Background: an optimization exercise with open tools, aiming at small area and a short achievable clock period. Do not read the settings as production practice. Only simulation tests tie the RTL to the original design; equivalence was not proved. Power is estimated from default activity; no workload was simulated.

===== design/flow/config.mk =====
export PLATFORM = sky130hd
export DESIGN_NAME = MacArray
export DESIGN_NICKNAME = MacArray
export VERILOG_FILES = /design/flow/design.v
export SDC_FILE = /design/flow/constraint.sdc
export NUM_CORES = 4
export LEC_CHECK = 0
export CAP_MARGIN = 20
export CORE_MARGIN = 2
export CORE_UTILIZATION = 40
export SLEW_MARGIN = 20

===== design/flow/constraint.sdc =====
create_clock -name core_clock -period 10.0 [get_ports {clk}]
set_input_delay 2.0000 -clock core_clock [delete_from_list [all_inputs] [get_ports {clk}]]
set_output_delay 2.0000 -clock core_clock [all_outputs]
set_load 0.01 [all_outputs]

===== design/flow/design.v =====
`timescale 1ns / 100ps
module MAC 
#(
    parameter IFMAP_BITWIDTH = 16,
    parameter W_BITWIDTH     = 8,
    parameter OFMAP_BITWIDTH = 32
)
(
    input logic clk,  
    input logic rstn,  
    input logic w_prefetch_in,
    input logic w_enable_in,
    input logic ifmap_start_in,
    input logic ifmap_enable_in,
    input logic MAC_valid_in,
    input logic signed [W_BITWIDTH-1:0] w_data_in,  
    input logic signed [IFMAP_BITWIDTH-1:0] ifmap_data_in,  
    input logic signed [OFMAP_BITWIDTH-1:0] MAC_data_in,  
    output logic ifmap_enable_out,
    output logic MAC_valid_out,
    output logic signed [W_BITWIDTH-1:0] w_data_out,  
    output logic signed [IFMAP_BITWIDTH-1:0] ifmap_data_out,  
    output logic signed [OFMAP_BITWIDTH-1:0] MAC_data_out  
);
    logic signed [IFMAP_BITWIDTH-1:0] ifmap_wire;
    logic signed [OFMAP_BITWIDTH-1:0] MAC_wire; 
    logic signed [OFMAP_BITWIDTH-1:0] MUL_OUT;
    logic signed [OFMAP_BITWIDTH-1:0] ADD_OUT;
    logic Cout;
    logic ifmap_enable_reg;
    logic MAC_valid_reg;
    logic signed [IFMAP_BITWIDTH-1:0] ifmap_reg;
    logic signed [W_BITWIDTH-1:0] w_reg;
    logic signed [OFMAP_BITWIDTH-1:0] MAC_reg;
    logic stalln_w;
    logic Q_w;
    logic w_enable_reg;
    assign stalln_w = Q_w & w_enable_in;
    always_ff @(posedge clk) begin : WRC
        if (rstn) begin
            w_enable_reg <= w_enable_in;
            if (w_prefetch_in) begin
                Q_w <= 1'b1;
            end else if (Q_w & w_enable_reg & (~w_enable_in)) begin
                Q_w <= 1'b0;
            end
        end else begin
            Q_w <= 1'b0;
            w_enable_reg <= 1'b0;
        end
    end
    logic stalln_ifmap;
    logic Q_ifmap;
    assign stalln_ifmap = Q_ifmap & ifmap_enable_in;
    always_ff @(posedge clk) begin : IRC
        if (rstn) begin
            if (ifmap_start_in) begin
                Q_ifmap <= 1'b1;
            end else if (Q_ifmap & ifmap_enable_reg & (~ifmap_enable_in)) begin
                Q_ifmap <= 1'b0;
            end
        end else begin
            Q_ifmap <= 1'b0;
        end
    end
    genvar idx;
    always_ff @(posedge clk ) begin : IFMAP_REG
        if (rstn) begin
            ifmap_enable_reg <= ifmap_enable_in;
            if (stalln_ifmap) begin
                ifmap_reg <= ifmap_data_in;
            end else begin
                ifmap_reg <= ifmap_reg;
            end
        end else begin
            ifmap_reg <= {IFMAP_BITWIDTH{1'b0}};
            ifmap_enable_reg <= 1'b0;
        end
    end
    always_ff @(posedge clk ) begin : W_REG
        if (rstn) begin
            if (stalln_w) begin
                w_reg <= w_data_in;
            end else begin
                w_reg <= w_reg;
            end
        end else begin
            w_reg <= {W_BITWIDTH{1'b0}};
        end
    end
    assign w_data_out = w_reg;
    assign ifmap_data_out = ifmap_reg;
    assign MAC_data_out = MAC_reg;
    assign ifmap_enable_out = ifmap_enable_reg;
    assign MAC_valid_out = MAC_valid_reg;
    assign MUL_OUT = w_reg * ifmap_reg;
    assign ADD_OUT = MUL_OUT + MAC_data_in;
    always_ff @(posedge clk ) begin : OFMAP_REG
        if (rstn) begin
            MAC_reg <= ADD_OUT;
            MAC_valid_reg <= ifmap_enable_reg & MAC_valid_in;
        end else begin
            MAC_reg <= {OFMAP_BITWIDTH{1'b0}};
            MAC_valid_reg <= 1'b0;
        end
    end
endmodule
`timescale 1 ns / 1 ps
module MacArray
#(
    parameter MAC_ROW                                                   = 4,
    parameter MAC_COL                                                   = 4,
    parameter IFMAP_BITWIDTH                                            = 16,
    parameter W_BITWIDTH                                                = 8,
    parameter OFMAP_BITWIDTH                                            = 32
)
(
    input  logic                                                        clk,
    input  logic                                                        rstn,
    input  logic                                                        w_prefetch_in,
    input  logic                                                        w_enable_in,
    input  logic [MAC_COL-1:0][W_BITWIDTH-1:0]                          w_data_in,
    input  logic                                                        ifmap_start_in,
    input  logic [MAC_ROW-1:0]                                          ifmap_enable_in,
    input  logic [MAC_ROW-1:0][IFMAP_BITWIDTH-1:0]                      ifmap_data_in,
    output logic [MAC_COL-1:0]                                          ofmap_valid_out,
    output logic [MAC_COL-1:0][OFMAP_BITWIDTH-1:0]                      ofmap_data_out
);
    logic [W_BITWIDTH-1:0]     w_internal_wire     [MAC_ROW-1:0][MAC_COL-1:0];
    logic [IFMAP_BITWIDTH-1:0] ifmap_internal_wire [MAC_ROW-1:0][MAC_COL-1:0];
    logic [OFMAP_BITWIDTH-1:0] ofmap_internal_wire [MAC_ROW-1:0][MAC_COL-1:0];
    logic ifmap_internal_enable_wire           [MAC_ROW-1:0][MAC_COL-1:0];
    logic ofmap_internal_valid_wire            [MAC_ROW-1:0][MAC_COL-1:0];
    genvar row_idx;
    genvar col_idx;
    generate
        for (col_idx = 0; col_idx < MAC_COL; col_idx = col_idx + 1) begin : ofmap_valid_out_gen
            assign ofmap_valid_out[col_idx] = ofmap_internal_valid_wire[MAC_ROW-1][col_idx];
            assign ofmap_data_out[col_idx]  = ofmap_internal_wire[MAC_ROW-1][col_idx];
        end
    endgenerate
    generate
        for (row_idx = 0; row_idx < MAC_ROW; row_idx = row_idx + 1) begin : MAC_Array_Row_gen
            for (col_idx = 0; col_idx < MAC_COL; col_idx = col_idx + 1) begin : MAC_Array_Col_gen
                if (row_idx == 0) begin
                    if (col_idx == 0) begin
                        MAC MAC_element00 (
                            .clk (clk),
                            .rstn (rstn),
                            .w_prefetch_in (w_prefetch_in),
                            .w_enable_in (w_enable_in),
                            .ifmap_start_in (ifmap_start_in),
                            .ifmap_enable_in (ifmap_enable_in[row_idx]),
                            .MAC_valid_in (1'b1),
                            .w_data_in (w_data_in[col_idx]),
                            .ifmap_data_in (ifmap_data_in[row_idx]),
                            .MAC_data_in ({OFMAP_BITWIDTH{1'b0}}),
                            .ifmap_enable_out (ifmap_internal_enable_wire[row_idx][col_idx]),
                            .MAC_valid_out (ofmap_internal_valid_wire[row_idx][col_idx]),
                            .w_data_out (w_internal_wire[row_idx][col_idx]),
                            .ifmap_data_out (ifmap_internal_wire[row_idx][col_idx]),
                            .MAC_data_out (ofmap_internal_wire[row_idx][col_idx])
                        );
                    end else begin
                        MAC MAC_element0X (
                            .clk (clk),
                            .rstn (rstn),
                            .w_prefetch_in (w_prefetch_in),
                            .w_enable_in (w_enable_in),
                            .ifmap_start_in (ifmap_start_in),
                            .ifmap_enable_in (ifmap_internal_enable_wire[row_idx][col_idx-1]),
                            .MAC_valid_in (1'b1),
                            .w_data_in (w_data_in[col_idx]),
                            .ifmap_data_in (ifmap_internal_wire[row_idx][col_idx-1]),
                            .MAC_data_in ({OFMAP_BITWIDTH{1'b0}}),
                            .ifmap_enable_out (ifmap_internal_enable_wire[row_idx][col_idx]),
                            .MAC_valid_out (ofmap_internal_valid_wire[row_idx][col_idx]),
                            .w_data_out (w_internal_wire[row_idx][col_idx]),
                            .ifmap_data_out (ifmap_internal_wire[row_idx][col_idx]),
                            .MAC_data_out (ofmap_internal_wire[row_idx][col_idx])
                        );
                    end
                end else begin
                    if (col_idx == 0) begin
                        MAC MAC_elementX0 (
                            .clk (clk),
                            .rstn (rstn),
                            .w_prefetch_in (w_prefetch_in),
                            .w_enable_in (w_enable_in),
                            .ifmap_start_in (ifmap_start_in),
                            .ifmap_enable_in (ifmap_enable_in[row_idx]),
                            .MAC_valid_in (ofmap_internal_valid_wire[row_idx-1][col_idx]),
                            .w_data_in (w_internal_wire[row_idx-1][col_idx]),
                            .ifmap_data_in (ifmap_data_in[row_idx]),
                            .MAC_data_in (ofmap_internal_wire[row_idx-1][col_idx]),
                            .ifmap_enable_out (ifmap_internal_enable_wire[row_idx][col_idx]),
                            .MAC_valid_out (ofmap_internal_valid_wire[row_idx][col_idx]),
                            .w_data_out (w_internal_wire[row_idx][col_idx]),
                            .ifmap_data_out (ifmap_internal_wire[row_idx][col_idx]),
                            .MAC_data_out (ofmap_internal_wire[row_idx][col_idx])
                        );
                    end else begin
                        MAC MAC_elementXX (
                            .clk (clk),
                            .rstn (rstn),
                            .w_prefetch_in (w_prefetch_in),
                            .w_enable_in (w_enable_in),
                            .ifmap_start_in (ifmap_start_in),
                            .ifmap_enable_in (ifmap_internal_enable_wire[row_idx][col_idx-1]),
                            .MAC_valid_in (ofmap_internal_valid_wire[row_idx-1][col_idx]),
                            .w_data_in (w_internal_wire[row_idx-1][col_idx]),
                            .ifmap_data_in (ifmap_internal_wire[row_idx][col_idx-1]),
                            .MAC_data_in (ofmap_internal_wire[row_idx-1][col_idx]),
                            .ifmap_enable_out (ifmap_internal_enable_wire[row_idx][col_idx]),
                            .MAC_valid_out (ofmap_internal_valid_wire[row_idx][col_idx]),
                            .w_data_out (w_internal_wire[row_idx][col_idx]),
                            .ifmap_data_out (ifmap_internal_wire[row_idx][col_idx]),
                            .MAC_data_out (ofmap_internal_wire[row_idx][col_idx])
                        );
                    end
                end
            end
        end
    endgenerate
endmodule

===== design/flow/run.sh =====
#!/bin/bash
# synth_recipe.tcl (not shown) runs the flow's synth.tcl, then flattens the netlist and writes it again
# the make line also repeats each setting of config.mk as NAME=value (left out here)
make -C /OpenROAD-flow-scripts/flow DESIGN_CONFIG=/design/flow/config.mk WORK_HOME=/design/flow/orfs CLKGATE_MAP_FILE= SYNTH_SCRIPT=/design/flow/synth_recipe.tcl finish

==> flow_metrics.env <==
export IMPL_num_io_pins=237
export IMPL_critPathRequiredTime_ns=10.77
export IMPL_path_max_fanout=17
export IMPL_fin_ws_ns=1.64
export IMPL_post_route_min_period_ns=8.36
export IMPL_drtPass1Iterations=6
export IMPL_max_freq_mhz=120
export IMPL_final_common_cell="inv_1"
export IMPL_r2r_cells=26
export IMPL_ant_nets=0
export IMPL_cts_buffers=118
export IMPL_die_w_um=541
export IMPL_grt_pass1_vias=86200
export IMPL_core_area_um2=287000
export IMPL_cts_hold_buffers=0
export IMPL_ys_warn_count=7
export IMPL_period_share=0.836
export IMPL_place_ws_ns=1.80
export IMPL_grt_max_degree=199
export IMPL_final_cell_mix="2225 x inv_1, 1660 x fa_1, 1479 x and2_1, 1374 x nand2_1, 1080 x ha_1"
export IMPL_worstSetupPathType="reg -> reg"
export IMPL_maxSlewHeadroom=0.247
export IMPL_nFillCells=28500
export IMPL_die_h_um=541
export IMPL_drc=0
export IMPL_root_buffer="clkbuf_16"
export IMPL_post_cts_resized=0
export IMPL_path_clk_slew_ns=0.06
export IMPL_avgSynthCellArea_um2=8.56
export IMPL_wire_per_inst_um=16.9
export IMPL_rrSetupSlack_ns=1.64
export IMPL_viasPerCell=4.98
export IMPL_drive_gt1_frac=0.0211
export IMPL_slew_viol_final=0
export IMPL_grt_pass1_wl_um=471000
export IMPL_final_util=0.434
export IMPL_fin_skew_ns=0.0469
export IMPL_async_reset_ff_frac=0
export IMPL_hp_class="reg -> reg"
export IMPL_drtIter0Drc=5201
export IMPL_worstMarginPinSlew_ns=1.12
export IMPL_fin_nets=16200
export IMPL_worstSkewPairLatency_ns=0.87
export IMPL_hold_viol_final=0
export IMPL_synthCells=13500
export IMPL_dieArea_um2=292000
export IMPL_cp_arrival_ns=9.13
export IMPL_rsz0062_at_grt="no"
export IMPL_netlist_area_um2=115000
export IMPL_antenna_found_initial=23
export IMPL_fin_hold_ws_ns=0.480
export IMPL_dpl_hpwl_um=231000
export IMPL_overflow=0
export IMPL_tns_ns=0
export IMPL_rows=197
export IMPL_power_leakage_nw=60.5
export IMPL_place_congestion=0.884
export IMPL_cts_setup_buffers=0
export IMPL_initial_core_util=0.401
export IMPL_synth_seq_cells=926
export IMPL_cap_violations=0
export IMPL_synth_enable_flop_cells=0
export IMPL_critPathLaunchType="flop"
export IMPL_wl_um=291000
export IMPL_synthToLayoutAreaGrowth_pct=8.20
export IMPL_groute_usage_overall=0.200
export IMPL_ys_types=77
export IMPL_ctsLongestPathBuffers=4
export IMPL_setup_viol=0
export IMPL_ir_drop_mv=0.131
export IMPL_critPathCaptureType="flop"
export IMPL_synth_ff_type="dfxtp_1"
export IMPL_syn_num_nets=16300
export IMPL_cts_sinks=926
export IMPL_num_vias=85700
export IMPL_cts_htree_levels=3
export IMPL_yosysSeqAreaShare=0.161
export IMPL_cts_tree="yes"
export IMPL_status="timing/DRC/antenna clean"
export IMPL_port_buffers=236
export IMPL_p_per_area_nw_per_um2=71.6
==> cell usage after synthesis (14+ instances only) <==
cell,instances,area [um2]
and2_1,1479,9250
nor3b_1,23,173
nor3_1,154,771
nor4_1,14,87.6
o211ai_1,26,195
dfxtp_1,926,18500
a211o_1,16,140
a21boi_0,40,300
o21ai_0,285,1430
a2111oi_0,16,140
o21a_1,82,616
and3_1,96,601
buf_4,14,105
nor2_1,813,3050
nand4_1,19,119
buf_1,34,128
nand3_1,240,1200
xor2_1,175,1530
ha_1,1080,13500
nand2_1,1374,5160
inv_1,2225,8350
a21o_1,180,1350
a31oi_1,56,350
fa_1,1660,33200
a41oi_1,19,166
a21oi_1,847,4240
clkbuf_1,463,1740
xnor2_1,401,3510
o31ai_1,23,173
o21bai_1,41,308
nand2b_1,179,1120
a211oi_1,86,646
or3_1,54,338
nor2b_1,89,557
or2_2,32,200
o31a_1,20,175
==> critical path, stage by stage (launching register included) <==
cell       delay (ns)
dfxtp_1          0.75
nand2_1          0.18
fa_1             0.51
fa_1             0.55
inv_1            0.05
fa_1             0.47
inv_1            0.05
fa_1             0.47
inv_1            0.04
ha_1             0.18
nor4_1           0.24
o21ai_0          0.19
a41oi_1          0.47
o2111ai_1        0.25
and3_1           0.20
a2111oi_0        0.70
a21oi_1          0.20
xnor2_1          0.94
ha_1             0.44
a21oi_1          0.13
o21ai_0          0.08
a21oi_1          0.18
o21ai_0          0.17
o31ai_1          0.30
xor2_1           0.11
or2_2            0.28
a21oi_1          0.11
==> stage by stage <==
stage	std cells	area, um2	power [W]
final	17200	125000	0.00892
after global routing	17200	125000	0.00926
after CTS	17200	125000	0.00903
after detailed placement	17000	121000	0.00446
after global placement	17000	121000	0.00446
after floorplan	13500	115000	0.00423
==> power breakdown <==
group          internal, W  switching (W)
sequential         0.00375       0.000123
clock              0.00269        0.00185
combinational     0.000188       0.000319
==> logic make-up (layout without fill, tap and decap cells) <==
group	Yosys count	count (layout)	share of synthesized area
compound gates	1863	1863	0.0994
xor+xnor	578	578	0.0442
fa+ha+maj	2740	2740	0.406
buf+inv	2738	2700	0.0897
flops	926	926	0.161
mux	14	14	0.00123
other cells	0	7	0
simple gates	4596	4596	0.199
==> worst min path at each step <==
stage               endpoint  cells past startpoint  slack (ns)  startpoint
floorplan               flop                      1        0.44        flop
global route            flop                      1        0.50        flop
CTS                     flop                      1        0.48        flop
finish                  flop                      1        0.48        flop
detailed placement      flop                      1        0.47        flop
global placement        flop                      1        0.45        flop
==> cell type report <==
class                      instances  area [um2]  area share
multi-input combinational       9791       86300       0.693
sequential                       926       18500       0.149
inverter                        2226        8360      0.0671
tap                             3781        4730      0.0380
clock buffer                     145        3190      0.0256
timing repair buffer             263        2590      0.0208
clock inverter                    66         877     0.00704
antenna                            7        17.5    0.000141
==> routing by layer <==
layer	up-vias	wire (um)	global-route usage
met2	1722	125000	0.307
met3	259	16400	0.0306
met1	41800	145000	0.296
met5	-	26	0
met4	4	5100	0.0393
li1	41900	-	-

-- what the ideal ports hide --
Ports are ideal in the flow. The routed layout listed here was re-timed in OpenROAD.
Step 1 assumes that a clkbuf_16 drives the clock port and a buf_2 every other input.
Step 2, shift: input delay + t, output delay - t, t = (earliest + latest rising clock arrival at the registers) / 2. This alone moves slack from input paths to output paths.
Slacks: ideal ports / drivers / drivers and shift; pairs: ideal ports / drivers.
t (ns): 0.943
setup WS [ns]: 1.642 / 1.642 / 1.642
hold slack, ns: 0.480 / 0.480 / 0.480
slew at the worst register clock pin (ns): 0.07 / 0.07
After both steps this run still meets setup and hold. For this run, drivers alone change the setup slack by 0.000 ns; drivers and shift together by 0.000 ns.
